This design comes from an exercise in tuning for small area, a short achievable clock period and few clock cycles per item on the open sky130 flow, not from production work. The RTL was checked by simulation tests, not by an equivalence proof against the original design.

[config.mk]
export PLATFORM = sky130hd
export DESIGN_NAME = chacha20
export DESIGN_NICKNAME = chacha20
export VERILOG_FILES = /design/flow/design.v
export SDC_FILE = /design/flow/constraint.sdc
export NUM_CORES = 8
export LEC_CHECK = 0
export CAP_MARGIN = 15
export CORE_MARGIN = 2
export CORE_UTILIZATION = 35
export SETUP_SLACK_MARGIN = 2
export SLEW_MARGIN = 15
[constraint.sdc]
create_clock -name core_clock -period 14.0 [get_ports {clock}]
set_input_delay 2.8000 -clock core_clock [delete_from_list [all_inputs] [get_ports {clock}]]
set_output_delay 2.8000 -clock core_clock [all_outputs]
set_load 0.01 [all_outputs]
[design.v]
`default_nettype none
module chacha20(input wire clock,
                input wire reset,  
                input wire start,
                input  wire [255:0] key,
                input  wire [63:0] index,  
                input  wire [63:0] nonce,
                output reg done,
                output wire [511:0] out);
    function automatic [31:0] LE32(input [31:0] a);
        LE32 = {a[7:0], a[15:8], a[23:16], a[31:24]};
    endfunction
    function automatic [31:0] ADD(input [31:0] a, input [31:0] b);
        reg [31:0] p, g, pp, gg, c;
        begin
        p = a ^ b; g = a & b; pp = p; gg = g;
        gg[31] = gg[31] | (pp[31] & gg[30]); pp[31] = pp[31] & pp[30];
        gg[29] = gg[29] | (pp[29] & gg[28]); pp[29] = pp[29] & pp[28];
        gg[27] = gg[27] | (pp[27] & gg[26]); pp[27] = pp[27] & pp[26];
        gg[25] = gg[25] | (pp[25] & gg[24]); pp[25] = pp[25] & pp[24];
        gg[23] = gg[23] | (pp[23] & gg[22]); pp[23] = pp[23] & pp[22];
        gg[21] = gg[21] | (pp[21] & gg[20]); pp[21] = pp[21] & pp[20];
        gg[19] = gg[19] | (pp[19] & gg[18]); pp[19] = pp[19] & pp[18];
        gg[17] = gg[17] | (pp[17] & gg[16]); pp[17] = pp[17] & pp[16];
        gg[15] = gg[15] | (pp[15] & gg[14]); pp[15] = pp[15] & pp[14];
        gg[13] = gg[13] | (pp[13] & gg[12]); pp[13] = pp[13] & pp[12];
        gg[11] = gg[11] | (pp[11] & gg[10]); pp[11] = pp[11] & pp[10];
        gg[9] = gg[9] | (pp[9] & gg[8]); pp[9] = pp[9] & pp[8];
        gg[7] = gg[7] | (pp[7] & gg[6]); pp[7] = pp[7] & pp[6];
        gg[5] = gg[5] | (pp[5] & gg[4]); pp[5] = pp[5] & pp[4];
        gg[3] = gg[3] | (pp[3] & gg[2]); pp[3] = pp[3] & pp[2];
        gg[1] = gg[1] | (pp[1] & gg[0]); pp[1] = pp[1] & pp[0];
        gg[31] = gg[31] | (pp[31] & gg[29]); pp[31] = pp[31] & pp[29];
        gg[30] = gg[30] | (pp[30] & gg[29]); pp[30] = pp[30] & pp[29];
        gg[27] = gg[27] | (pp[27] & gg[25]); pp[27] = pp[27] & pp[25];
        gg[26] = gg[26] | (pp[26] & gg[25]); pp[26] = pp[26] & pp[25];
        gg[23] = gg[23] | (pp[23] & gg[21]); pp[23] = pp[23] & pp[21];
        gg[22] = gg[22] | (pp[22] & gg[21]); pp[22] = pp[22] & pp[21];
        gg[19] = gg[19] | (pp[19] & gg[17]); pp[19] = pp[19] & pp[17];
        gg[18] = gg[18] | (pp[18] & gg[17]); pp[18] = pp[18] & pp[17];
        gg[15] = gg[15] | (pp[15] & gg[13]); pp[15] = pp[15] & pp[13];
        gg[14] = gg[14] | (pp[14] & gg[13]); pp[14] = pp[14] & pp[13];
        gg[11] = gg[11] | (pp[11] & gg[9]); pp[11] = pp[11] & pp[9];
        gg[10] = gg[10] | (pp[10] & gg[9]); pp[10] = pp[10] & pp[9];
        gg[7] = gg[7] | (pp[7] & gg[5]); pp[7] = pp[7] & pp[5];
        gg[6] = gg[6] | (pp[6] & gg[5]); pp[6] = pp[6] & pp[5];
        gg[3] = gg[3] | (pp[3] & gg[1]); pp[3] = pp[3] & pp[1];
        gg[2] = gg[2] | (pp[2] & gg[1]); pp[2] = pp[2] & pp[1];
        gg[31] = gg[31] | (pp[31] & gg[27]); pp[31] = pp[31] & pp[27];
        gg[30] = gg[30] | (pp[30] & gg[27]); pp[30] = pp[30] & pp[27];
        gg[29] = gg[29] | (pp[29] & gg[27]); pp[29] = pp[29] & pp[27];
        gg[28] = gg[28] | (pp[28] & gg[27]); pp[28] = pp[28] & pp[27];
        gg[23] = gg[23] | (pp[23] & gg[19]); pp[23] = pp[23] & pp[19];
        gg[22] = gg[22] | (pp[22] & gg[19]); pp[22] = pp[22] & pp[19];
        gg[21] = gg[21] | (pp[21] & gg[19]); pp[21] = pp[21] & pp[19];
        gg[20] = gg[20] | (pp[20] & gg[19]); pp[20] = pp[20] & pp[19];
        gg[15] = gg[15] | (pp[15] & gg[11]); pp[15] = pp[15] & pp[11];
        gg[14] = gg[14] | (pp[14] & gg[11]); pp[14] = pp[14] & pp[11];
        gg[13] = gg[13] | (pp[13] & gg[11]); pp[13] = pp[13] & pp[11];
        gg[12] = gg[12] | (pp[12] & gg[11]); pp[12] = pp[12] & pp[11];
        gg[7] = gg[7] | (pp[7] & gg[3]); pp[7] = pp[7] & pp[3];
        gg[6] = gg[6] | (pp[6] & gg[3]); pp[6] = pp[6] & pp[3];
        gg[5] = gg[5] | (pp[5] & gg[3]); pp[5] = pp[5] & pp[3];
        gg[4] = gg[4] | (pp[4] & gg[3]); pp[4] = pp[4] & pp[3];
        gg[31] = gg[31] | (pp[31] & gg[23]); pp[31] = pp[31] & pp[23];
        gg[30] = gg[30] | (pp[30] & gg[23]); pp[30] = pp[30] & pp[23];
        gg[29] = gg[29] | (pp[29] & gg[23]); pp[29] = pp[29] & pp[23];
        gg[28] = gg[28] | (pp[28] & gg[23]); pp[28] = pp[28] & pp[23];
        gg[27] = gg[27] | (pp[27] & gg[23]); pp[27] = pp[27] & pp[23];
        gg[26] = gg[26] | (pp[26] & gg[23]); pp[26] = pp[26] & pp[23];
        gg[25] = gg[25] | (pp[25] & gg[23]); pp[25] = pp[25] & pp[23];
        gg[24] = gg[24] | (pp[24] & gg[23]); pp[24] = pp[24] & pp[23];
        gg[15] = gg[15] | (pp[15] & gg[7]); pp[15] = pp[15] & pp[7];
        gg[14] = gg[14] | (pp[14] & gg[7]); pp[14] = pp[14] & pp[7];
        gg[13] = gg[13] | (pp[13] & gg[7]); pp[13] = pp[13] & pp[7];
        gg[12] = gg[12] | (pp[12] & gg[7]); pp[12] = pp[12] & pp[7];
        gg[11] = gg[11] | (pp[11] & gg[7]); pp[11] = pp[11] & pp[7];
        gg[10] = gg[10] | (pp[10] & gg[7]); pp[10] = pp[10] & pp[7];
        gg[9] = gg[9] | (pp[9] & gg[7]); pp[9] = pp[9] & pp[7];
        gg[8] = gg[8] | (pp[8] & gg[7]); pp[8] = pp[8] & pp[7];
        gg[31] = gg[31] | (pp[31] & gg[15]); pp[31] = pp[31] & pp[15];
        gg[30] = gg[30] | (pp[30] & gg[15]); pp[30] = pp[30] & pp[15];
        gg[29] = gg[29] | (pp[29] & gg[15]); pp[29] = pp[29] & pp[15];
        gg[28] = gg[28] | (pp[28] & gg[15]); pp[28] = pp[28] & pp[15];
        gg[27] = gg[27] | (pp[27] & gg[15]); pp[27] = pp[27] & pp[15];
        gg[26] = gg[26] | (pp[26] & gg[15]); pp[26] = pp[26] & pp[15];
        gg[25] = gg[25] | (pp[25] & gg[15]); pp[25] = pp[25] & pp[15];
        gg[24] = gg[24] | (pp[24] & gg[15]); pp[24] = pp[24] & pp[15];
        gg[23] = gg[23] | (pp[23] & gg[15]); pp[23] = pp[23] & pp[15];
        gg[22] = gg[22] | (pp[22] & gg[15]); pp[22] = pp[22] & pp[15];
        gg[21] = gg[21] | (pp[21] & gg[15]); pp[21] = pp[21] & pp[15];
        gg[20] = gg[20] | (pp[20] & gg[15]); pp[20] = pp[20] & pp[15];
        gg[19] = gg[19] | (pp[19] & gg[15]); pp[19] = pp[19] & pp[15];
        gg[18] = gg[18] | (pp[18] & gg[15]); pp[18] = pp[18] & pp[15];
        gg[17] = gg[17] | (pp[17] & gg[15]); pp[17] = pp[17] & pp[15];
        gg[16] = gg[16] | (pp[16] & gg[15]); pp[16] = pp[16] & pp[15];
        c = {gg[30:0], 1'b0};
        ADD = p ^ c;
        end
    endfunction
    localparam CONST = 128'h657870616e642033322d62797465206b;
    wire [511:0] init = {CONST, key, LE32(index[31:0]), LE32(index[63:32]), nonce};
    reg [4:0] i;  
    reg [31:0] y [0:15];  
    wire [31:0] xi [0:15];
    wire [31:0] h [0:15];
    wire ld = start;
    wire fin = i == 5'd19;
    genvar j;
    generate for (j = 0; j < 16; j = j + 1) begin: g_init
        assign xi[j] = LE32(init[511 - 32*j -: 32]);
    end endgenerate
    generate for (j = 0; j < 4; j = j + 1) begin: g_h2
        wire [31:0] a2 = ADD(y[j], y[4+j]);
        wire [31:0] t2 = y[12+j] ^ a2;
        wire [31:0] d2 = {t2[23:0], t2[31:24]};
        wire [31:0] c2 = ADD(y[8+j], d2);
        wire [31:0] t3 = y[4+j] ^ c2;
        wire [31:0] b2 = {t3[24:0], t3[31:25]};
        assign h[     (4-j)%4] = a2;
        assign h[4 +  (5-j)%4] = b2;
        assign h[8 +  (6-j)%4] = c2;
        assign h[12 + (7-j)%4] = d2;
    end endgenerate
    generate for (j = 0; j < 4; j = j + 1) begin: g_h1
        wire [31:0] ai = ld ? xi[j]    : fin ? xi[4+j] : h[j];
        wire [31:0] bi = ld ? xi[4+j]  : h[4+j];
        wire [31:0] ci = ld ? xi[8+j]  : h[8+j];
        wire [31:0] di = ld ? xi[12+j] : h[12+j];
        wire [31:0] s1 = ADD(ai, bi);
        wire [31:0] t0 = di ^ s1;
        wire [31:0] d1 = {t0[15:0], t0[31:16]};
        wire [31:0] s2 = ADD(ci, (fin ? xi[8+j] : d1));
        wire [31:0] t1 = bi ^ s2;
        wire [31:0] b1 = {t1[19:0], t1[31:20]};
        wire [31:0] f0 = ADD(h[j], xi[j]);
        wire [31:0] f3 = ADD(h[12+j], xi[12+j]);
        always @(posedge clock) begin
            y[j]    <= s1;
            y[4+j]  <= fin ? f0 : b1;
            y[8+j]  <= s2;
            y[12+j] <= fin ? f3 : d1;
        end
    end endgenerate
    always @(posedge clock) begin
        if (i != 5'd20) i <= i + 5'd1;
        if (start) i <= 5'd0;
        done <= fin;
        if (reset) begin
            i <= 5'd20;
            done <= 1'b0;
        end
    end
    generate for (j = 0; j < 4; j = j + 1) begin: g_out
        assign out[511 - 32*j      -: 32] = LE32(y[4+j]);
        assign out[511 - 32*(4+j)  -: 32] = LE32(y[j]);
        assign out[511 - 32*(8+j)  -: 32] = LE32(y[8+j]);
        assign out[511 - 32*(12+j) -: 32] = LE32(y[12+j]);
    end endgenerate
endmodule
[flow/run.sh]
#!/bin/bash
# The standard layout, with the port buffers made from the smallest buffer cell
# and a clock tree built without dummy loads.
set -euo pipefail
export BUFFER_PORTS_ARGS="-buffer_cell sky130_fd_sc_hd__buf_1"
export CTS_ARGS="-sink_clustering_enable -repair_clock_nets -sink_clustering_size 20 -sink_clustering_max_diameter 60 -dont_use_dummy_load"
bash standard.sh > standard_flow.log 2>&1
[standard.sh]
#!/bin/bash
# synth_recipe.tcl (not shown) runs the flow's synth.tcl, then flattens the netlist and writes it again
# the make line also repeats each setting of config.mk as NAME=value (left out here)
make -C /OpenROAD-flow-scripts/flow DESIGN_CONFIG=/design/flow/config.mk WORK_HOME=/design/flow/orfs CLKGATE_MAP_FILE= SYNTH_SCRIPT=/design/flow/synth_recipe.tcl "${@:-finish}"
==> Implementation_results.wiki, run 1 <==
{| class="wikitable"
! Metric !! Value
|-
| Post-synthesis register bit count || 518
|-
| Hold slack || 0.6025 ns
|-
| Synth Area in Compound Gates || 18.73%
|-
| Initial Utilization || 35.31%
|-
| Cell accounting for the most synthesized area || dfxtp_1
|-
| Kind of cell adding the most delay to the critical path || compound AO/OA/AOI/OAI gates
|-
| Max-slew violation count || 0
|-
| Wire length of the first global-routing pass || 460500 um
|-
| Top achievable clock speed || roughly 85 MHz
|-
| Sequential-to-total area share from yosys stat || between 20% and 30%
|-
| Root buf cell || clkbuf_16
|-
| Overall die area || 0.1480 mm2
|-
| CTS tree || done
|-
| Worst-skew pair later-pin latency || ~0.73 ns
|-
| Estimated wirelength of the detail-placed design || between 300000 and 400000 um
|-
| Cells after Synth || 6245
|-
| Buffer and inverter count on the worst path || 4
|-
| Worst reg2reg path depth || a little under 50
|-
| Critical Path Start || y[6][9]$_DFF_P_
|-
| Total of max-cap violations || 0
|-
| Synth-to-Final Area Change || 23.73%
|-
| Source of the worst register-to-register timing path || y[6][9]$_DFF_P_
|-
| Setup Skew || 0.06652 ns
|-
| Multiplexer fraction of the synthesized cell area || 4.092%
|-
| Post-synthesis xor/xnor area fraction || 18.78%
|-
| RePlAce Congestion || 1.105
|-
| Post-Place Cells || 9143
|-
| Status || no timing/DRC/antenna violations
|-
| Via count of the first global-routing pass || between 50000 and 60000
|-
| Synth Area in Adders || 19.21%
|-
| Data required time of the critical path || roughly 15 ns
|-
| Minimum setup slack among reg-to-reg paths || 2.17 ns
|-
| Unique cell type count in the Yosys netlist || 89
|-
| Number of filler instances in the final layout || around 15000
|-
| Cells on Worst Hold Path || 2
|-
| DR WL/cell || roughly 39 um
|-
| Final Non-Filler Cells || 9340
|-
| Area used by multi-input combinational logic || between 0.04 and 0.05 mm2
|-
| Total wire length || 361000 um
|-
| WS Path Type || reg -> reg
|-
| Number of hold buffers added after cts || 0
|-
| Area share of and/or/nand/nor cells after synthesis || 15.36%
|-
| Endpoint of the worst-slack reg-to-reg timing path || y[7][11]$_DFF_P_
|-
| Nets in the synthesized netlist || 7351
|-
| Clock transition time at the flip-flop clock pins of the worst setup and hold paths || 0.06 ns
|-
| DRC violations left || 0
|-
| Overflow after GRT || 0
|-
| Overall fraction of global-route tracks in use || a little under half
|-
| Antenna violations before repair || just under 70
|-
| Maximum number of pins on one net before global-route repair || 177
|-
| RSZ-0062 raised after global routing || yes
|-
| Count of boundary I/O pins || 900
|-
| Total iterations of the first detailed-routing run || 6
|-
| Critical Path Fanout Max || 5
|-
| PortBufs || 899
|-
| Placeable core region || roughly 0.14 mm2
|-
| Ratio of cells with drive above 1 in the final layout || between 10 and 15%
|-
| Post-synthesis async set-or-reset flop share || 0%
|-
| Endpoints failing hold || 0
|-
| Die Height || 384.7 um
|-
| Commonest cells after routing, fill and taps aside || 898 x buf_1, 731 x nand2_1, 607 x ha_1, 591 x xnor2_1, 525 x nor2_1
|-
| Critical path arrival || ~12 ns
|-
| TritonCTS Buffers || 83
|-
| Total vias in the final route || 56390
|-
| Antenna viol nets, final || 0
|-
| Nature of the critical path startpoint || flip-flop
|-
| Cell row count || 139
|-
| Main area contributors after synthesis || dfxtp_1 20%, ha_1 15%, xnor2_1 11%
|-
| Leading register cell type out of synthesis || dfxtp_1
|-
| Final net count || 8517
|-
| Final Critical Period || 11.83 ns
|-
| Cell with the largest stage delay on the worst path || dfxtp_1
|-
| Number of buffers on the longest clock path || 3
|-
| Horiz. Die Dim || between 300 and 400 um
|-
| Startpoint of the tightest hold check path || i[0]$_SDFFE_PP0N_
|-
| Avg Inst Size Synth || 8.123 um2
|-
| H-tree Lvls || 3
|-
| Worst path max stage delay || 0.71 ns
|-
| Most common library cell in the layout ignoring fill and taps || buf_1
|-
| Dominant combinational cell family by area after synthesis || adder cells
|-
| Endpoint, Worst Hold || i[0]$_SDFFE_PP0N_
|-
| Number of warnings printed during yosys synthesis || 2
|-
| Pin slew with the least headroom to its limit || 1.368 ns
|-
| Area of the mapped netlist || between 0.05 and 0.06 mm2
|-
| Area fraction of the dominant cell type after synthesis || 20.44%
|-
| Fraction of the cycle the final worst path needs || a little over four fifths
|-
| Via count normalized by instance count || 6.037
|-
| Initial DRC Count || 7709
|-
| Relative max-transition margin || 8.159%
|-
| Worst hold path type || reg -> reg
|-
| Sort of element at the end of the critical path || flip-flop
|-
| Sequential cell area || slightly above 0.01 mm2
|-
| Final count of negative-setup-slack endpoints || 0
|-
| Number of enable flip-flop cells after synthesis || 0
|-
| Most frequent cell on the critical path || a21oi_2
|-
| Number of sinks driven by the clock tree || 518
|}
-- synthesized netlist by cell type, drive strengths merged (30+ instances only) --
| library cell | n |
|---|---|
| o21bai | 44 |
| a31oi | 30 |
| clkbuf | 153 |
| nand2 | 731 |
| xor2 | 393 |
| and3 | 41 |
| and2 | 37 |
| nand2b | 51 |
| nor2b | 57 |
| a211oi | 42 |
| inv | 274 |
| xnor2 | 652 |
| a21o | 210 |
| nand4 | 39 |
| a21oi | 451 |
| ha | 619 |
| fa | 100 |
| nor3 | 96 |
| nor2 | 541 |
| mux2 | 59 |
| o21ai | 431 |
| dfxtp | 518 |
| o211ai | 48 |
| mux2i | 141 |
| nand3 | 90 |
| o21a | 99 |
-- sequential cells by signal, summed over array words and instances, names as in the netlist --
signal / cells
i: 5
y: 512
done: 1
-- final cells by class --
class,count,area share (%)
Tap cell,1903,3.793
Antenna cell,28,0.1116
Multi-Input combinational cell,5271,64.68
Inverter,274,1.651
Timing Repair Buffer,1263,9.913
Clock buffer,83,3.309
Sequential cell,518,16.55
-- timing repair --
action	CTS	global route
gates resized for setup	158	201
setup buffers	31	54
endpoints found under the setup margin	197	151
pin swaps	31	107
-- worst min-delay path, cell delays in order, from the launching register on --
cell and delay, ns:
dfxtp_1 0.34, xnor2_1 0.17, nor3_1 0.04
-- through the flow --
step / utilization (%) / setup WS, ns / TNS (ns) / area [um2]
after global routing: 43.67 / 1.818 / 0 / 62730
after global placement: 40.42 / -1.128 / -11.52 / 58070
after detailed placement: 40.43 / -1.222 / -13.22 / 58070
after floorplan: - / 2.902 / 0 / 50730
after CTS: 42.61 / 1.838 / 0 / 61220
final: 43.69 / 2.171 / 0 / 62770
-- how the worst max path moves through the flow --
stage,slack (ns),cells past startpoint,end
4_1_cts,1.84,51,y[7][11]$_DFF_P_
5_1_grt,1.82,50,y[6][11]$_DFF_P_
2_1_floorplan,2.90,54,y[4][10]$_DFF_P_
6_report,2.17,49,y[7][11]$_DFF_P_
3_3_place_gp,-1.13,51,y[7][11]$_DFF_P_
3_5_place_dp,-1.22,51,y[7][11]$_DFF_P_
-- cells by family after synthesis --
family | after synthesis
buffers and inverters | 456
AO/OA/AOI/OAI | 1516
AND/OR/NAND/NOR | 1776
multiplexers | 200
adder cells (fa/ha/maj) | 719
flip-flops | 518
XOR/XNOR | 1060
-- layer usage --
layer / vias up / global-route usage, % / wire, um
li1: 23940 / - / -
met1: 27320 / 57.52 / 134500
met4: 22 / 42.43 / 39070
met2: 4069 / 66.95 / 146200
met5: - / 0 / 146
met3: 1034 / 11.69 / 41110
Testbench counts, summed over its fixed seeds: cycles 5,376, blocks 256.
==> run 2: changes to the inputs <==
==> flow/run.sh (replaced) <==
#!/bin/bash
# The standard layout, with the port buffers made from the smallest buffer cell
# and a clock tree built without dummy loads.
set -euo pipefail
export BUFFER_PORTS_ARGS="-buffer_cell sky130_fd_sc_hd__buf_1"
export CTS_ARGS="-sink_clustering_enable -repair_clock_nets -sink_clustering_size 30 -sink_clustering_max_diameter 80 -dont_use_dummy_load"
bash standard.sh > standard_flow.log 2>&1
==> run 2 against run 1 <==
- final cell count down 0.32%
- utilization shrank 0.60 points
- die area did not move
- non-clock buffer count down 5
- critical path depth fell by 1
- critical path type unchanged
==> Implementation_results.wiki, run 2 <==
{| class="wikitable"
! Metric !! Value
|-
| Overall die area || 0.1480 mm2
|-
| Post-synthesis async set-or-reset flop share || 0%
|-
| Area fraction of the dominant cell type after synthesis || 20.44%
|-
| Kind of cell adding the most delay to the critical path || compound AO/OA/AOI/OAI gates
|-
| H-tree Lvls || 2
|-
| Final count of negative-setup-slack endpoints || 0
|-
| Unique cell type count in the Yosys netlist || 89
|-
| Worst hold path type || reg -> reg
|-
| Most frequent cell on the critical path || buf_4
|-
| Area of the mapped netlist || 0.05073 mm2
|-
| Number of warnings printed during yosys synthesis || 2
|-
| Data required time of the critical path || approximately 15 ns
|-
| Clock transition time at the flip-flop clock pins of the worst setup and hold paths || 0.09 ns
|-
| Endpoints failing hold || 0
|-
| Fraction of the cycle the final worst path needs || 84.50%
|-
| Post-synthesis register bit count || just over 500
|-
| Buffer and inverter count on the worst path || 8
|-
| Number of sinks driven by the clock tree || 518
|-
| Initial Utilization || a little over a third
|-
| Sequential-to-total area share from yosys stat || 20.44%
|-
| Commonest cells in the synthesized netlist || 731 x nand2_1, 649 x xnor2_1, 619 x ha_1
|-
| Final standard cell area without fillers || just over 0.06 mm2
|-
| Placeable core region || 0.1437 mm2
|-
| Total vias in the final route || between 50000 and 60000
|-
| WS Path Type || reg -> reg
|-
| Setup Skew || 0.08955 ns
|-
| Max FFs per register || 512
|-
| Final net count || 8482
|-
| Overflow after GRT || 0
|-
| Critical path arrival || 12.40 ns
|-
| Pin slew with the least headroom to its limit || 1.427 ns
|-
| PortBufs || around 900
|-
| Post-Place Cells || between 9000 and 10000
|-
| Leading register cell type out of synthesis || dfxtp_1
|-
| Cells after Synth || 6245
|-
| Top achievable clock speed || 84.53 MHz
|-
| Number of filler instances in the final layout || 14970
|-
| Largest registers in the final layout || y (512), i (5), done (1)
|-
| Root buf cell || clkbuf_16
|-
| Nets in the synthesized netlist || 7351
|-
| Via count of the first global-routing pass || 51250
|-
| Status || no timing/DRC/antenna violations
|-
| RePlAce Congestion || about 1.1
|-
| Placed Area || 0.05807 mm2
|-
| Avg Inst Size Synth || 8.123 um2
|-
| Most frequently used cell type in the post-synthesis netlist || nand2_1
|-
| Post-layout utilization of the core || about 43%
|-
| Area used by multi-input combinational logic || 0.04051 mm2
|-
| Sort of element at the end of the critical path || flip-flop
|-
| Cell with the largest stage delay on the worst path || fa_1
|-
| TritonCTS Buffers || 53
|-
| Critical Path Fanout Max || 5
|-
| Nature of the critical path startpoint || flip-flop
|-
| Number of enable flip-flop cells after synthesis || 0
|-
| Worst slack after detailed placement || -1.222 ns
|-
| Total wire length || 360200 um
|-
| Count of boundary I/O pins || 900
|-
| Cell accounting for the most synthesized area || dfxtp_1
|-
| Wire length of the first global-routing pass || roughly 460000 um
|-
| Synth-to-Final Area Change || 22.03%
|-
| Die Height || 384.7 um
|-
| DRC violations left || 0
|-
| Initial DRC Count || 7921
|-
| RSZ-0062 raised after global routing || yes
|-
| Total of max-cap violations || 0
|-
| Most common library cell in the layout ignoring fill and taps || buf_1
|-
| Max-slew violation count || 0
|-
| Worst path max stage delay || around 0.8 ns
|-
| Horiz. Die Dim || around 380 um
|-
| Commonest cells after routing, fill and taps aside || 898 x buf_1, 731 x nand2_1, 611 x ha_1, 592 x xnor2_1, 526 x nor2_1
|-
| Total iterations of the first detailed-routing run || 6
|-
| Crit path setup slack, layout || around 2.2 ns
|-
| Ratio of cells with drive above 1 in the final layout || 10.88%
|-
| Antenna violations before repair || 75
|-
| Overall fraction of global-route tracks in use || 46.60%
|-
| Cell row count || 139
|-
| Number of buffers on the longest clock path || 3
|-
| Maximum number of pins on one net before global-route repair || 177
|-
| Via count normalized by instance count || slightly above 6
|-
| DR WL/cell || 38.69 um
|-
| Sequential cell area || 0.01039 mm2
|-
| CTS tree || done
|-
| Estimated wirelength of the detail-placed design || between 300000 and 400000 um
|-
| Antenna viol nets, final || 0
|-
| Main area contributors after synthesis || dfxtp_1 20%, ha_1 15%, xnor2_1 11%
|-
| Final Critical Period || 11.83 ns
|-
| Worst-skew pair later-pin latency || 0.73 ns
|-
| Relative max-transition margin || about 4.8%
|-
| Final Non-Filler Cells || 9310
|-
| Largest register by flop count || y
|}
==> run 2: timing repair <==
action | 4_1_cts | 5_1_grt
pin swaps | 29 | 99
buffers inserted | 31 | 50
endpoints found under the setup margin | 195 | 151
hold buffers | 0 | 0
gates resized for setup | 165 | 181
==> run 2: cells by family (layout without fill, tap and decap cells) <==
| group | Yosys count | count (layout) | synth area share [%] |
|---|---|---|---|
| compound gates | 1516 | 1516 | 18.73 |
| xor+xnor | 1060 | 1060 | 18.78 |
| fa+ha+maj | 719 | 719 | 19.21 |
| buf+inv | 456 | 1585 | 3.374 |
| flops | 518 | 518 | 20.44 |
| mux | 200 | 200 | 4.092 |
| other cells | 0 | 33 | 0 |
| simple gates | 1776 | 1776 | 15.36 |
==> run 2: area by class of cell <==
cell class	instances	area share, %
Sequential cell	518	16.78
Timing Repair Buffer	1258	9.984
Clock buffer	53	2.142
Tap cell	1903	3.846
Multi-Input combinational cell	5271	65.44
Antenna cell	33	0.1334
Inverter	274	1.673
==> run 2: per-layer routing <==
metal / part of all wire (%) / GRT usage (%)
met2: 40 / 67.13
met5: 0.035 / 0
met4: 11 / 40.86
met1: 38 / 57.76
met3: 11 / 11.28
==> run 2: path summary, 6_finish.rpt <==
path / startpoint / to / slack (ns) / cells past startpoint
setup / recovery: y[0][17]$_DFF_P_ / y[5][29]$_DFF_P_ / 2.17 / 48
setup reg to reg: y[0][17]$_DFF_P_ / y[5][29]$_DFF_P_ / 2.17 / 48
hold / removal: i[0]$_SDFFE_PP0N_ / i[0]$_SDFFE_PP0N_ / 0.61 / 2
hold reg to reg: i[0]$_SDFFE_PP0N_ / i[0]$_SDFFE_PP0N_ / 0.61 / 2
==> run 2: stage by stage <==
stage | hold WS [ns] | setup TNS [ns]
floorplan | 0.5452 | 0
global placement | 0.5626 | -11.52
detailed placement | 0.5867 | -13.22
CTS | 0.6104 | 0
global route | 0.6329 | 0
finish | 0.6066 | 0
==> run 2: worst min-delay path, cell delays in order, from the launching register on <==
cell	delay, ns
dfxtp_1	0.35
xnor2_1	0.17
nor3_1	0.04
==> run 3: changes to the inputs <==
==> flow/run.sh (replaced) <==
#!/bin/bash
# The standard layout, with three changes: the port buffers are the smallest
# buffer cell; after global placement each output port's buffer is moved next
# to the flip-flop that drives it, so the long wire to the pin hangs on the
# buffer and not on the flip-flop; and the clock tree has no dummy loads.
set -euo pipefail
export BUFFER_PORTS_ARGS="-buffer_cell sky130_fd_sc_hd__buf_1"
export CTS_ARGS="-sink_clustering_enable -repair_clock_nets -sink_clustering_size 30 -sink_clustering_max_diameter 80 -dont_use_dummy_load"
R=orfs/results/$FLOW_PLATFORM/chacha20/base
bash standard.sh "$PWD/$R/3_3_place_gp.odb" > standard_flow_place.log 2>&1
openroad -no_init -exit flow/move_obufs.tcl > move_obufs.log 2>&1
bash standard.sh > standard_flow.log 2>&1
==> flow/move_obufs.tcl (new file) <==
# Move each output port buffer onto the flip-flop that drives it; detailed
# placement legalizes the positions later.
set odb orfs/results/$::env(FLOW_PLATFORM)/chacha20/base/3_3_place_gp.odb
read_db $odb
set block [ord::get_db_block]
set moved 0
foreach inst [$block getInsts] {
  if {![string match "output*" [$inst getName]]} continue
  set a [$inst findITerm A]
  if {$a eq "NULL"} continue
  set net [$a getNet]
  set drv ""
  foreach it [$net getITerms] { if {[$it isOutputSignal]} { set drv [$it getInst] } }
  if {$drv eq ""} continue
  lassign [$drv getLocation] x y
  $inst setLocation $x $y
  incr moved
}
puts "moved $moved output buffers"
write_db $odb
==> run 3 against run 2 <==
- still clean
- register-to-register slack better by 0.07 ns
- clock-buffer cell count is 4 higher
- non-clock buffer count is 13 higher
- hold slack worse by 0.0088 ns
- routed wire length is 2.5% higher
- utilization is 0.18 points higher
- via count hardly changed
- critical path type unchanged
==> Implementation_results.wiki, run 3 <==
{| class="wikitable"
! Metric !! Value
|-
| Setup Skew || 0.1087 ns
|-
| Top achievable clock speed || 85.02 MHz
|-
| Status || no timing/DRC/antenna violations
|-
| Cells on Worst Hold Path || 2
|-
| Cell with the largest stage delay on the worst path || fa_1
|-
| Post-Place Cells || 9143
|-
| Placed Area || ~0.058 mm2
|-
| Overall fraction of global-route tracks in use || 47.90%
|-
| Root buf cell || clkbuf_16
|-
| Endpoints failing hold || 0
|-
| Number of filler instances in the final layout || 14880
|-
| Count of boundary I/O pins || 900
|-
| Initial DRC Count || 7690
|-
| Sort of element at the end of the critical path || flip-flop
|-
| Nets in the synthesized netlist || 7351
|-
| Cell row count || roughly 140
|-
| Worst path max stage delay || 0.79 ns
|-
| Endpoint, Worst Hold || i[4]$_SDFFE_PP1P_
|-
| Total wire length || 369200 um
|-
| Buffer and inverter count on the worst path || 11
|-
| Wire length of the first global-routing pass || 471900 um
|-
| Crit path setup slack, layout || 2.238 ns
|-
| Area share of and/or/nand/nor cells after synthesis || 15.36%
|-
| Synth Area in Adders || 19.21%
|-
| Post-route setup TNS || 0 ns
|-
| Ratio of cells with drive above 1 in the final layout || between 10% and 20%
|-
| Area fraction of the dominant cell type after synthesis || approximately a fifth
|-
| Antenna viol nets, final || 0
|-
| Post-synthesis async set-or-reset flop share || 0%
|-
| Largest register by flop count || y
|-
| Max-slew violation count || 0
|-
| Estimated wirelength of the detail-placed design || about 320000 um
|-
| Final count of negative-setup-slack endpoints || 0
|-
| Cell accounting for the most synthesized area || dfxtp_1
|-
| Commonest cells after routing, fill and taps aside || 898 x buf_1, 731 x nand2_1, 609 x ha_1, 584 x xnor2_1, 525 x nor2_1
|-
| Final Critical Period || approximately 12 ns
|-
| WS Path Type || reg -> reg
|-
| Relative max-transition margin || 11.62%
|-
| RSZ-0062 raised after global routing || no
|-
| Synth-to-Final Area Change || 22.54%
|-
| Pin slew with the least headroom to its limit || 1.316 ns
|-
| Final standard cell area without fillers || ~0.062 mm2
|-
| PortBufs || 899
|-
| Worst-skew pair later-pin latency || 0.77 ns
|-
| Number of buffers on the longest clock path || 3
|-
| Most frequent cell on the critical path || buf_4
|-
| Area used by multi-input combinational logic || 0.04061 mm2
|-
| Die Height || about 380 um
|-
| Multiplexer fraction of the synthesized cell area || 4.092%
|-
| Total vias in the final route || 56240
|-
| Post-synthesis register bit count || 518
|-
| Commonest cells in the synthesized netlist || 731 x nand2_1, 649 x xnor2_1, 619 x ha_1
|-
| Post-layout utilization of the core || 43.27%
|-
| Total of max-cap violations || 0
|-
| Worst reg2reg path depth || 50
|-
| Most common library cell in the layout ignoring fill and taps || buf_1
|-
| Initial Utilization || approximately a third
|-
| Minimum setup slack among reg-to-reg paths || roughly 2.2 ns
|-
| Unique cell type count in the Yosys netlist || 89
|-
| Nature of the critical path startpoint || flip-flop
|-
| Number of enable flip-flop cells after synthesis || 0
|-
| Max FFs per register || 512
|-
| Worst hold path type || reg -> reg
|-
| Number of sinks driven by the clock tree || 518
|-
| Overall die area || 0.1480 mm2
|-
| Sequential-to-total area share from yosys stat || 20.44%
|-
| Overflow after GRT || 0
|-
| Source of the worst register-to-register timing path || y[4][0]$_DFF_P_
|-
| Most frequently used cell type in the post-synthesis netlist || nand2_1
|-
| Post-synthesis xor/xnor area fraction || 18.78%
|-
| Antenna violations before repair || 58
|-
| Startpoint of the tightest hold check path || i[4]$_SDFFE_PP1P_
|-
| Placeable core region || 0.1437 mm2
|-
| Maximum number of pins on one net before global-route repair || 177
|-
| Main area contributors after synthesis || dfxtp_1 20%, ha_1 15%, xnor2_1 11%
|-
| Avg Inst Size Synth || 8.123 um2
|-
| Endpoint of the worst-slack reg-to-reg timing path || y[5][5]$_DFF_P_
|-
| Area of the mapped netlist || around 0.051 mm2
|-
| Total iterations of the first detailed-routing run || 7
|-
| Kind of cell adding the most delay to the critical path || compound AO/OA/AOI/OAI gates
|-
| Worst slack after detailed placement || -1.128 ns
|-
| Data required time of the critical path || 14.56 ns
|-
| DR WL/cell || approximately 40 um
|-
| Critical Path Fanout Max || 4
|-
| Final Non-Filler Cells || approximately 9300
|-
| DRC violations left || 0
|-
| RePlAce Congestion || 1.105
|-
| Number of warnings printed during yosys synthesis || 2
|-
| Fraction of the cycle the final worst path needs || 84.02%
|-
| TritonCTS Buffers || 57
|-
| Cells after Synth || 6245
|-
| Dominant combinational cell family by area after synthesis || adder cells
|-
| Horiz. Die Dim || 384.7 um
|-
| Leading register cell type out of synthesis || dfxtp_1
|-
| Sequential cell area || 0.01038 mm2
|-
| CTS tree || done
|-
| Final net count || 8499
|-
| Hold slack || 0.5979 ns
|-
| Via count normalized by instance count || 6.035
|-
| H-tree Lvls || 2
|-
| Synth Area in Compound Gates || a little under a fifth
|-
| Clock transition time at the flip-flop clock pins of the worst setup and hold paths || roughly 0.090 ns
|-
| Critical path arrival || 12.32 ns
|-
| Via count of the first global-routing pass || 51150
|-
| Largest registers in the final layout || y (512), i (5), done (1)
|}
==> run 3: cell counts after synthesis <==
No cell type changed its count.
==> run 3: how the worst max path moves through the flow <==
stage | cells after the start | end | startpoint
2_1_floorplan | 54 | y[4][10]$_DFF_P_ | y[5][0]$_DFF_P_
3_3_place_gp | 51 | y[7][11]$_DFF_P_ | y[6][0]$_DFF_P_
3_5_place_dp | 51 | y[7][11]$_DFF_P_ | y[6][0]$_DFF_P_
4_1_cts | 58 | y[7][11]$_DFF_P_ | y[6][0]$_DFF_P_
5_1_grt | 60 | y[5][26]$_DFF_P_ | y[0][6]$_DFF_P_
6_report | 50 | y[5][5]$_DFF_P_ | y[4][0]$_DFF_P_
==> run 3: worst min-delay path: stages, from the launching register on <==
cell and delay [ns]:
dfxtp_1 0.34, xnor2_1 0.12, a21o_1 0.11
==> run 3: routing by layer <==
layer	part of all wire, %	track usage (%)
met5	0.047	0
met3	12	15.85
met2	40	68.74
met4	12	43.53
met1	36	56.38
==> run 3: cell type report <==
class / instances / area share [%]
diodes: 25 / 0.1006
well taps: 1903 / 3.830
multi-input cells: 5271 / 65.32
repair buffers: 1271 / 10.08
inverters: 274 / 1.667
flip-flops and latches: 518 / 16.70
clock buffers: 57 / 2.295
==> run 3: cells by family (layout without fill, tap and decap cells) <==
group                    Yosys count  count (layout)
AO/OA/AOI/OAI                   1516            1516
XOR/XNOR                        1060            1060
adder cells (fa/ha/maj)          719             719
buffers and inverters            456            1602
flip-flops                       518             518
multiplexers                     200             200
other                              0              25
AND/OR/NAND/NOR                 1776            1776
==> run 3: what timing repair did <==
item	CTS	global route
buffers inserted	40	53
hold buffers	0	0
endpoints found under the hold margin	0	0
resized for setup	159	215
cloned	0	0
endpoints found under the setup margin	198	159
pin swaps	32	117
==> run 4: changes to the inputs <==
--- a/config.mk
+++ b/config.mk
@@ -9,4 +9,4 @@
 export CORE_MARGIN = 2
 export CORE_UTILIZATION = 35
-export SETUP_SLACK_MARGIN = 2
+export SETUP_SLACK_MARGIN = 2.25
 export SLEW_MARGIN = 15
==> run 4 against run 3 <==
- routed wire length grew 0.43%
- still clean on timing, DRC and antenna
- via count grew 0.49%
==> Implementation_results.wiki, run 4 <==
{| class="wikitable"
! Metric !! Value
|-
| Total iterations of the first detailed-routing run || 9
|-
| Sequential-to-total area share from yosys stat || slightly above 20%
|-
| Worst hold path type || reg -> reg
|-
| Critical path arrival || about 12 ns
|-
| TritonCTS Buffers || 57
|-
| Cell row count || 139
|-
| Multiplexer fraction of the synthesized cell area || 4.092%
|-
| Total vias in the final route || ~57000
|-
| Cells after Synth || 6245
|-
| Total of max-cap violations || 0
|-
| H-tree Lvls || 2
|-
| Dominant combinational cell family by area after synthesis || adder cells
|-
| Post-synthesis async set-or-reset flop share || 0%
|-
| DRC violations left || 0
|-
| Number of enable flip-flop cells after synthesis || 0
|-
| Max FFs per register || between 500 and 600
|-
| Leading register cell type out of synthesis || dfxtp_1
|-
| Most common library cell in the layout ignoring fill and taps || buf_1
|-
| Number of buffers on the longest clock path || 3
|-
| Count of boundary I/O pins || 900
|-
| Relative max-transition margin || roughly a tenth
|-
| Endpoints failing hold || 0
|-
| Cell accounting for the most synthesized area || dfxtp_1
|-
| Die Height || a little under 400 um
|-
| Commonest cells in the synthesized netlist || 731 x nand2_1, 649 x xnor2_1, 619 x ha_1
|-
| Largest register by flop count || y
|-
| RePlAce Congestion || 1.105
|-
| Nature of the critical path startpoint || flip-flop
|-
| Setup Skew || around 0.12 ns
|-
| Via count normalized by instance count || a little over 6
|-
| Final Critical Period || 11.55 ns
|-
| Clock transition time at the flip-flop clock pins of the worst setup and hold paths || around 0.070 ns
|-
| Worst path max stage delay || 0.65 ns
|-
| Top achievable clock speed || 86.55 MHz
|-
| Synth Area in Adders || 19.21%
|-
| Worst-skew pair later-pin latency || slightly below 0.8 ns
|-
| RSZ-0062 raised after global routing || yes
|-
| Overall fraction of global-route tracks in use || 47.94%
|-
| Critical Path Fanout Max || 4
|-
| Post-route setup TNS || 0 ns
|-
| Unique cell type count in the Yosys netlist || 89
|-
| Main area contributors after synthesis || dfxtp_1 20%, ha_1 15%, xnor2_1 11%
|-
| Ratio of cells with drive above 1 in the final layout || 13.01%
|-
| Area fraction of the dominant cell type after synthesis || roughly a fifth
|-
| Initial DRC Count || 7996
|-
| Area share of and/or/nand/nor cells after synthesis || 15.36%
|-
| Post-synthesis xor/xnor area fraction || between 10% and 20%
|-
| Initial Utilization || 35.31%
|-
| Pin slew with the least headroom to its limit || 1.339 ns
|-
| Area of the mapped netlist || 0.05073 mm2
|-
| Antenna viol nets, final || 0
|-
| Placed Area || approximately 0.058 mm2
|-
| Estimated wirelength of the detail-placed design || 321200 um
|-
| Final net count || 8542
|-
| Largest registers in the final layout || y (512), i (5), done (1)
|-
| Root buf cell || clkbuf_16
|-
| DR WL/cell || 39.59 um
|-
| Commonest cells after routing, fill and taps aside || 898 x buf_1, 731 x nand2_1, 593 x ha_1, 576 x xnor2_1, 520 x nor2_1
|-
| Post-synthesis register bit count || just over 500
|-
| Number of warnings printed during yosys synthesis || 2
|-
| Avg Inst Size Synth || 8.123 um2
|-
| Most frequently used cell type in the post-synthesis netlist || nand2_1
|-
| Via count of the first global-routing pass || 51230
|-
| Horiz. Die Dim || slightly below 400 um
|-
| Final count of negative-setup-slack endpoints || 0
|-
| Overflow after GRT || 0
|-
| CTS tree || done
|-
| Final standard cell area without fillers || 0.06316 mm2
|-
| Antenna violations before repair || 57
|-
| Placeable core region || 0.1437 mm2
|-
| Synth-to-Final Area Change || 24.50%
|-
| Total wire length || 370800 um
|-
| Synth Area in Compound Gates || 18.73%
|-
| Fraction of the cycle the final worst path needs || 82.53%
|-
| Sort of element at the end of the critical path || flip-flop
|-
| PortBufs || around 900
|-
| Cell with the largest stage delay on the worst path || xor2_1
|-
| Wire length of the first global-routing pass || 472300 um
|-
| Maximum number of pins on one net before global-route repair || 177
|-
| Data required time of the critical path || between 10 and 15 ns
|-
| Status || no timing/DRC/antenna violations
|-
| Overall die area || 0.1480 mm2
|-
| Most frequent cell on the critical path || a21oi_2
|-
| Nets in the synthesized netlist || 7351
|-
| Max-slew violation count || 0
|-
| WS Path Type || reg -> reg
|-
| Number of filler instances in the final layout || 14850
|-
| Number of sinks driven by the clock tree || 518
|}
==> run 4: cell types whose count changed in the layout (fill, tap and decap cells not counted), sizes merged <==
cell and change:
buf +43, diode +3
==> run 4: timing repair <==
item / CTS / global route
pin swaps: 65 / 164
setup endpoints to repair: 217 / 159
setup buffers: 56 / 81
hold buffers: 0 / 0
resized for setup: 213 / 280
==> run 4: path summary, 6_finish.rpt <==
kind | from | to | slack [ns] | cells after the start
max | y[6][5]$_DFF_P_ | y[7][11]$_DFF_P_ | 2.45 | 52
max reg2reg | y[6][5]$_DFF_P_ | y[7][11]$_DFF_P_ | 2.45 | 52
min reg2reg | i[4]$_SDFFE_PP1P_ | i[4]$_SDFFE_PP1P_ | 0.60 | 2
min | i[4]$_SDFFE_PP1P_ | i[4]$_SDFFE_PP1P_ | 0.60 | 2
==> run 4: kinds of logic after synthesis <==
family / count (synthesis)
buffers and inverters: 456
DFF: 518
and+or+nand+nor: 1776
AOI/OAI and AO/OA: 1516
adders and majority gates: 719
muxes: 200
xor gates and xnor gates: 1060
==> run 4: stage by stage <==
| stage | setup slack [ns] | std cells | util [%] | hold WS (ns) |
|---|---|---|---|---|
| 2_1_floorplan | 2.902 | 6245 | - | 0.5452 |
| 3_3_place_gp | -1.128 | 9143 | 40.42 | 0.5626 |
| 3_5_place_dp | -1.128 | 9143 | 40.43 | 0.5755 |
| 4_1_cts | 2.249 | 9256 | 42.46 | 0.5997 |
| 5_1_grt | 2.101 | 9351 | 43.94 | 0.6358 |
| 6_report | 2.446 | 9365 | 43.96 | 0.5971 |
==> run 4: routing by layer <==
layer / part of all wire, % / vias up / global-route usage [%]
met5: 0.090 / - / 0
met4: 11 / 24 / 42.68
met3: 13 / 1117 / 15.87
met2: 40 / 4219 / 69.30
met1: 36 / 27160 / 56.34
li1: - / 23990 / -
==> run 4: layout make-up <==
cell class | instances | area, um2 | area share [%]
multi-input combinational | 5271 | 41240 | 65.29
sequential | 518 | 10400 | 16.46
timing repair buffer | 1314 | 6611 | 10.47
tap | 1903 | 2381 | 3.770
clock buffer | 57 | 1426 | 2.258
inverter | 274 | 1036 | 1.640
antenna | 28 | 70.07 | 0.1109
==> run 4: critical path: cells and delay by family, from the launching register on <==
family / cells / cell delay, ns
adders and majority gates: 4 / 1.12
DFF: 1 / 0.42
AOI/OAI and AO/OA: 28 / 5.68
and+or+nand+nor: 5 / 1.07
xor gates and xnor gates: 8 / 1.82
buffers and inverters: 5 / 0.85
muxes: 2 / 0.44
==> run 5: changes to the inputs <==
--- a/config.mk
+++ b/config.mk
@@ -9,4 +9,5 @@
 export CORE_MARGIN = 2
 export CORE_UTILIZATION = 35
+export GPL_ROUTABILITY_DRIVEN = 0
 export SETUP_SLACK_MARGIN = 2.25
 export SLEW_MARGIN = 15
==> run 5 against run 4 <==
- synthesized area unchanged
- first-iteration DRC count rose by 13%
- critical path depth down 9
- register-to-register slack got worse by 0.15 ns
- clock skew up 0.0054 ns
- via count is 0.61% higher
- synthesized cell count unchanged
- global-route usage down 2.8 points
- sequential cell count unchanged
- critical path type unchanged
==> Implementation_results.wiki, run 5 <==
{| class="wikitable"
! Metric !! Value
|-
| Status || no timing/DRC/antenna violations
|-
| Leading register cell type out of synthesis || dfxtp_1
|-
| Total vias in the final route || 56860
|-
| Top achievable clock speed || 85.46 MHz
|-
| Post-synthesis register bit count || 518
|-
| Nature of the critical path startpoint || flip-flop
|-
| Final count of negative-setup-slack endpoints || 0
|-
| Commonest cells in the synthesized netlist || 731 x nand2_1, 649 x xnor2_1, 619 x ha_1
|-
| Final Critical Period || 11.70 ns
|-
| Worst reg2reg path depth || 43
|-
| Overall die area || 0.1480 mm2
|-
| Via count of the first global-routing pass || 51380
|-
| Antenna violations before repair || 118
|-
| Area used by multi-input combinational logic || 0.04099 mm2
|-
| Ratio of cells with drive above 1 in the final layout || 10.11%
|-
| Endpoint, Worst Hold || i[0]$_SDFFE_PP0N_
|-
| Cell with the largest stage delay on the worst path || xnor2_1
|-
| Relative max-transition margin || 3.438%
|-
| Cells after Synth || 6245
|-
| Cell row count || about 140
|-
| PortBufs || roughly 900
|-
| WS Path Type || reg -> reg
|-
| Sequential cell area || 0.01038 mm2
|-
| Area of the mapped netlist || 0.05073 mm2
|-
| H-tree Lvls || 2
|-
| Overall fraction of global-route tracks in use || 45.19%
|-
| Initial Utilization || 35.31%
|-
| Worst path max stage delay || 0.87 ns
|-
| Maximum number of pins on one net before global-route repair || 183
|-
| Number of filler instances in the final layout || 14650
|-
| RSZ-0062 raised after global routing || yes
|-
| Minimum setup slack among reg-to-reg paths || 2.30 ns
|-
| Area fraction of the dominant cell type after synthesis || 20.44%
|-
| Total iterations of the first detailed-routing run || 8
|-
| Number of sinks driven by the clock tree || 518
|-
| Post-route setup TNS || 0 ns
|-
| Post-synthesis async set-or-reset flop share || 0%
|-
| Synth-to-Final Area Change || 20.95%
|-
| Horiz. Die Dim || between 300 and 400 um
|-
| Overflow after GRT || 0
|-
| Antenna viol nets, final || 0
|-
| Main area contributors after synthesis || dfxtp_1 20%, ha_1 15%, xnor2_1 11%
|-
| Worst-skew pair later-pin latency || 0.72 ns
|-
| Endpoint of the worst-slack reg-to-reg timing path || y[7][2]$_DFF_P_
|-
| Max FFs per register || just over 500
|-
| Estimated wirelength of the detail-placed design || ~300000 um
|-
| Largest register by flop count || y
|-
| Startpoint of the tightest hold check path || i[0]$_SDFFE_PP0N_
|-
| Critical path arrival || 12.24 ns
|-
| Root buf cell || clkbuf_16
|-
| Total of max-cap violations || 0
|-
| Endpoints failing hold || 0
|-
| DRC violations left || 0
|-
| Via count normalized by instance count || around 6.2
|-
| Initial DRC Count || between 9000 and 10000
|-
| Data required time of the critical path || 14.53 ns
|-
| Count of boundary I/O pins || 900
|-
| Most common library cell in the layout ignoring fill and taps || buf_1
|-
| Critical Path Fanout Max || 5
|-
| Number of buffers on the longest clock path || 3
|-
| DR WL/cell || between 30 and 40 um
|-
| Clock transition time at the flip-flop clock pins of the worst setup and hold paths || 0.09 ns
|-
| Number of hold buffers added after cts || 0
|-
| Placeable core region || ~0.14 mm2
|-
| TritonCTS Buffers || 45
|-
| Wire length of the first global-routing pass || 450100 um
|-
| Number of enable flip-flop cells after synthesis || 0
|-
| Number of warnings printed during yosys synthesis || 2
|-
| Sort of element at the end of the critical path || flip-flop
|-
| Most frequently used cell type in the post-synthesis netlist || nand2_1
|-
| CTS tree || done
|-
| Sequential-to-total area share from yosys stat || 20.44%
|-
| Source of the worst register-to-register timing path || y[6][9]$_DFF_P_
|-
| Max-slew violation count || 0
|-
| Total wire length || 351100 um
|-
| Avg Inst Size Synth || 8.123 um2
|-
| Unique cell type count in the Yosys netlist || 89
|-
| Largest registers in the final layout || y (512), i (5), done (1)
|-
| Nets in the synthesized netlist || 7351
|-
| Final net count || between 8000 and 9000
|-
| Cells on Worst Hold Path || 2
|-
| Fraction of the cycle the final worst path needs || 83.58%
|-
| Setup Skew || 0.1208 ns
|-
| Die Height || around 380 um
|-
| Commonest cells after routing, fill and taps aside || 898 x buf_1, 731 x nand2_1, 606 x ha_1, 584 x xnor2_1, 524 x nor2_1
|-
| Worst hold path type || reg -> reg
|-
| Cell accounting for the most synthesized area || dfxtp_1
|-
| Pin slew with the least headroom to its limit || approximately 1.4 ns
|}
## run 5: changes by cell type in the layout (fill, tap and decap cells not counted), moves of 9 or more
cell,previous run,this run
a21oi_1,403,416
xnor2_2,70,60
clkbuf_16,57,45
a21oi_2,39,25
ha_4,18,8
xor2_1,348,339
diode_2,28,66
buf_4,400,236
ha_1,593,606
dfxtp_1,502,511
## run 5: repair_timing
action                                  4_1_cts  5_1_grt
hold endpoints to repair                      0        0
buffers inserted                             47       69
endpoints found under the setup margin      221      156
resized for setup                           205      219
pin swaps                                    56      131
## run 5: critical path, delay by kind of cell, from the launching register on
kind / cells / cell delay (ns)
AO/OA/AOI/OAI: 22 / 4.78
XOR/XNOR: 8 / 3.14
adder cells (fa/ha/maj): 6 / 2.06
flip-flops: 1 / 0.64
AND/OR/NAND/NOR: 5 / 0.62
buffers and inverters: 2 / 0.29
## run 5: final cells by class
class | instances | share of cell area [%]
multi-input combinational | 5271 | 66.80
inverter | 274 | 1.693
clock buffer | 45 | 1.835
sequential | 518 | 16.92
tap | 1903 | 3.881
antenna | 66 | 0.2692
timing repair buffer | 1143 | 8.600
## run 5: cell families (layout without fill, tap and decap cells)
family / after synthesis / after routing / share of synthesized area, %
compound gates: 1516 / 1516 / 18.73
mux: 200 / 200 / 4.092
xor+xnor: 1060 / 1060 / 18.78
flops: 518 / 518 / 20.44
simple gates: 1776 / 1776 / 15.36
other cells: 0 / 66 / 0
fa+ha+maj: 719 / 719 / 19.21
buf+inv: 456 / 1462 / 3.374
## run 5: worst max path at each step
| stage | slack, ns | from | to | cells after the start |
|---|---|---|---|---|
| 5_1_grt | 2.09 | y[4][0]$_DFF_P_ | y[5][11]$_DFF_P_ | 52 |
| 3_5_place_dp | -1.26 | y[6][13]$_DFF_P_ | y[7][11]$_DFF_P_ | 47 |
| 3_3_place_gp | -1.13 | y[6][0]$_DFF_P_ | y[7][11]$_DFF_P_ | 49 |
| 6_report | 2.30 | y[6][9]$_DFF_P_ | y[7][2]$_DFF_P_ | 43 |
| 4_1_cts | 2.25 | y[5][0]$_DFF_P_ | y[4][10]$_DFF_P_ | 54 |
| 2_1_floorplan | 2.90 | y[5][0]$_DFF_P_ | y[4][10]$_DFF_P_ | 54 |
## run 5: stage by stage
step           hold slack (ns)  instance area (um2)  setup WS, ns  std cells  utilization (%)
2_1_floorplan           0.5452                50730         2.902       6245                -
3_3_place_gp            0.5610                56830        -1.132       8991            39.56
3_5_place_dp            0.5694                56840        -1.259       8991            39.57
4_1_cts                 0.5883                59440         2.255       9083            41.38
5_1_grt                 0.6094                61290         2.091       9194            42.66
6_report                0.5888                61360         2.299       9220            42.71
## run 5: metal layers
metal	vias to the layer above	track usage (%)	routed length, um
li1	23670	-	-
met1	26470	48.51	110800
met3	1545	23.21	60180
met5	-	0.09747	267
met4	42	46.70	46750
met2	5125	61.72	133100
==> run 6: changes to the inputs <==
--- a/config.mk
+++ b/config.mk
@@ -10,4 +10,4 @@
 export CORE_UTILIZATION = 35
 export GPL_ROUTABILITY_DRIVEN = 0
-export SETUP_SLACK_MARGIN = 2.25
+export SETUP_SLACK_MARGIN = 2
 export SLEW_MARGIN = 15
==> run 6 against run 5 <==
- sequential cell count unchanged
- synthesized area unchanged
- fmax down 1.9%
- register-to-register slack worse by 0.23 ns
- die area unchanged
- first-iteration DRC count up 2.7%
- clock skew up 0.0020 ns
- sequential share of layout area up 0.19 points
- final area down 1.2%
- critical path type unchanged
- largest cell class unchanged
- highest routed layer unchanged
==> Implementation_results.wiki, run 6 <==
{| class="wikitable"
! Metric !! Value
|-
| Cell with the largest stage delay on the worst path || o21ai_0
|-
| Number of enable flip-flop cells after synthesis || 0
|-
| Worst hold path type || reg -> reg
|-
| Worst slack after detailed placement || -1.259 ns
|-
| Overall die area || ~0.15 mm2
|-
| Root buf cell || clkbuf_16
|-
| Via count of the first global-routing pass || 51240
|-
| Crit path setup slack, layout || just over 2 ns
|-
| Cells after Synth || 6245
|-
| RSZ-0062 raised after global routing || yes
|-
| Commonest cells in the synthesized netlist || 731 x nand2_1, 649 x xnor2_1, 619 x ha_1
|-
| Antenna violations before repair || 123
|-
| Number of buffers on the longest clock path || 3
|-
| DR WL/cell || about 38 um
|-
| H-tree Lvls || 2
|-
| Critical Path Start || y[7][17]$_DFF_P_
|-
| DRC violations left || 0
|-
| Status || no timing/DRC/antenna violations
|-
| Nets in the synthesized netlist || 7351
|-
| Placed Area || roughly 0.057 mm2
|-
| Main area contributors after synthesis || dfxtp_1 20%, ha_1 15%, xnor2_1 11%
|-
| Fraction of the cycle the final worst path needs || 85.23%
|-
| Count of boundary I/O pins || 900
|-
| Relative max-transition margin || 3.596%
|-
| Kind of cell adding the most delay to the critical path || compound AO/OA/AOI/OAI gates
|-
| Worst-skew pair later-pin latency || 0.74 ns
|-
| Ratio of cells with drive above 1 in the final layout || under 10%
|-
| Max-slew violation count || 0
|-
| Data required time of the critical path || 14.53 ns
|-
| Overall fraction of global-route tracks in use || 45.14%
|-
| Number of sinks driven by the clock tree || 518
|-
| Cell accounting for the most synthesized area || dfxtp_1
|-
| Buffer and inverter count on the worst path || 2
|-
| Startpoint of the tightest hold check path || i[0]$_SDFFE_PP0N_
|-
| Post-route setup TNS || 0 ns
|-
| Largest registers in the final layout || y (512), i (5), done (1)
|-
| Total iterations of the first detailed-routing run || 7
|-
| Hold slack || 0.5873 ns
|-
| Most frequently used cell type in the post-synthesis netlist || nand2_1
|-
| Synth-to-Final Area Change || 19.52%
|-
| Sequential-to-total area share from yosys stat || 20.44%
|-
| Setup Skew || 0.1228 ns
|-
| Maximum number of pins on one net before global-route repair || approximately 180
|-
| WS Path Type || reg -> reg
|-
| Post-synthesis register bit count || 518
|-
| Estimated wirelength of the detail-placed design || 298800 um
|-
| Leading register cell type out of synthesis || dfxtp_1
|-
| Unique cell type count in the Yosys netlist || 89
|-
| Clock transition time at the flip-flop clock pins of the worst setup and hold paths || about 0.11 ns
|-
| Die Height || 384.7 um
|-
| Most frequent cell on the critical path || a21o_1
|-
| Pin slew with the least headroom to its limit || 1.441 ns
|-
| PortBufs || 899
|-
| Area fraction of the dominant cell type after synthesis || roughly a fifth
|-
| Critical Path Fanout Max || 6
|-
| Total of max-cap violations || 0
|-
| Critical path arrival || approximately 12 ns
|-
| Final Critical Period || 11.93 ns
|-
| Largest register by flop count || y
|-
| Number of filler instances in the final layout || 14730
|-
| Most common library cell in the layout ignoring fill and taps || buf_1
|-
| Placeable core region || 0.1437 mm2
|-
| Wire length of the first global-routing pass || roughly 450000 um
|-
| Final net count || approximately 8300
|-
| Commonest cells after routing, fill and taps aside || 898 x buf_1, 731 x nand2_1, 609 x ha_1, 589 x xnor2_1, 532 x nor2_1
|-
| Cell row count || 139
|-
| Area of the mapped netlist || around 0.051 mm2
|-
| Sort of element at the end of the critical path || flip-flop
|-
| Number of warnings printed during yosys synthesis || 2
|-
| Initial Utilization || 35.31%
|-
| Final count of negative-setup-slack endpoints || 0
|-
| Max FFs per register || 512
|-
| Nature of the critical path startpoint || flip-flop
|-
| Final standard cell area without fillers || roughly 0.061 mm2
|-
| Antenna viol nets, final || 0
|-
| TritonCTS Buffers || 45
|-
| Total wire length || roughly 350000 um
|-
| Worst path max stage delay || 0.75 ns
|-
| Avg Inst Size Synth || between 8 and 9 um2
|-
| Via count normalized by instance count || approximately 6.2
|-
| Horiz. Die Dim || 384.7 um
|-
| Top achievable clock speed || ~84 MHz
|-
| Source of the worst register-to-register timing path || y[7][17]$_DFF_P_
|-
| Initial DRC Count || 9260
|-
| Post-synthesis async set-or-reset flop share || 0%
|-
| Endpoints failing hold || 0
|-
| Total vias in the final route || 56580
|-
| CTS tree || done
|-
| Overflow after GRT || 0
|}
-- run 6: cell counts after synthesis --
No cell type changed its count.
-- run 6: worst reg2reg max path: cells and delay by family, from the launching register on --
kind	cells	cell delay, ns
AOI/OAI and AO/OA	28	6.21
xor gates and xnor gates	7	2.10
adders and majority gates	4	1.44
buffers and inverters	2	0.17
DFF	1	0.57
and+or+nand+nor	5	1.20
-- run 6: metrics by stage --
| stage | util, % | cells |
|---|---|---|
| 5_1_grt | 42.17 | 9171 |
| 2_1_floorplan | - | 6245 |
| 3_3_place_gp | 39.56 | 8991 |
| 4_1_cts | 41.16 | 9072 |
| 6_report | 42.20 | 9193 |
| 3_5_place_dp | 39.57 | 8991 |
-- run 6: layout make-up --
class / count / area, um2 / area share, %
Timing Repair Buffer: 1119 / 5096 / 8.405
Sequential cell: 518 / 10380 / 17.11
Tap cell: 1903 / 2381 / 3.927
Clock buffer: 45 / 1126 / 1.857
Inverter: 274 / 1039 / 1.713
Antenna cell: 63 / 157.7 / 0.2600
Multi-Input combinational cell: 5271 / 40460 / 66.73
-- run 6: layer usage --
metal  share of wire [%]  up-vias  global-route usage (%)  wire, um
met2                  38     5151                   61.86    133500
met3                  17     1559                   24.28     59690
met4                  13       44                   46.14     45760
met1                  32    26200                   47.82    110000
li1                    -    23630                       -         -
met5               0.078        -                       0       272
-- run 6: kinds of logic after synthesis --
kind of cell	after synthesis	synth area share [%]
mux	200	4.092
xor+xnor	1060	18.78
fa+ha+maj	719	19.21
compound gates	1516	18.73
simple gates	1776	15.36
flops	518	20.44
buf+inv	456	3.374
-- run 6: final timing paths --
kind,slack (ns),cells past startpoint,end
setup / recovery,2.07,46,y[6][6]$_DFF_P_
hold / removal,0.59,2,i[0]$_SDFFE_PP0N_
setup reg to reg,2.07,46,y[6][6]$_DFF_P_
hold reg to reg,0.59,2,i[0]$_SDFFE_PP0N_
-- run 6: repair_timing --
action | CTS | global route
buffers inserted | 36 | 56
gates resized for setup | 162 | 166
gates cloned | 0 | 0
pin swaps | 43 | 101
hold buffers | 0 | 0
endpoints found under the setup margin | 203 | 160

## static timing again, ports no longer ideal
No port has a modelled driver above. Below, the same layouts with a new extraction and two added sets of constraints.
Step 1 sets driving cells, clkbuf_16 on the clock port and buf_2 on the other inputs (assumed; they add their load-dependent delay and slew).
Step 2 moves the port delays by t, midway between the first and last clock arrival at a register: inputs arrive t later, outputs are due t later. That takes back most of the time a late clock gives input paths.
Three values: ideal ports, drivers, drivers and shift; two values: the first two.
run	t, ns	setup WS [ns]	pins driven straight from the clock port
run 1	0.787	2.171 / 2.172 / 2.172	1
run 2	0.779	2.170 / 2.170 / 2.170	1
run 3	0.810	2.238 / 2.238 / 2.238	1
run 4	0.800	2.446 / 2.446 / 2.446	1
run 5	0.750	2.299 / 2.299 / 2.299	1
run 6	0.765	2.068 / 2.068 / 2.068	1
After both steps setup and hold are still met in every run listed.
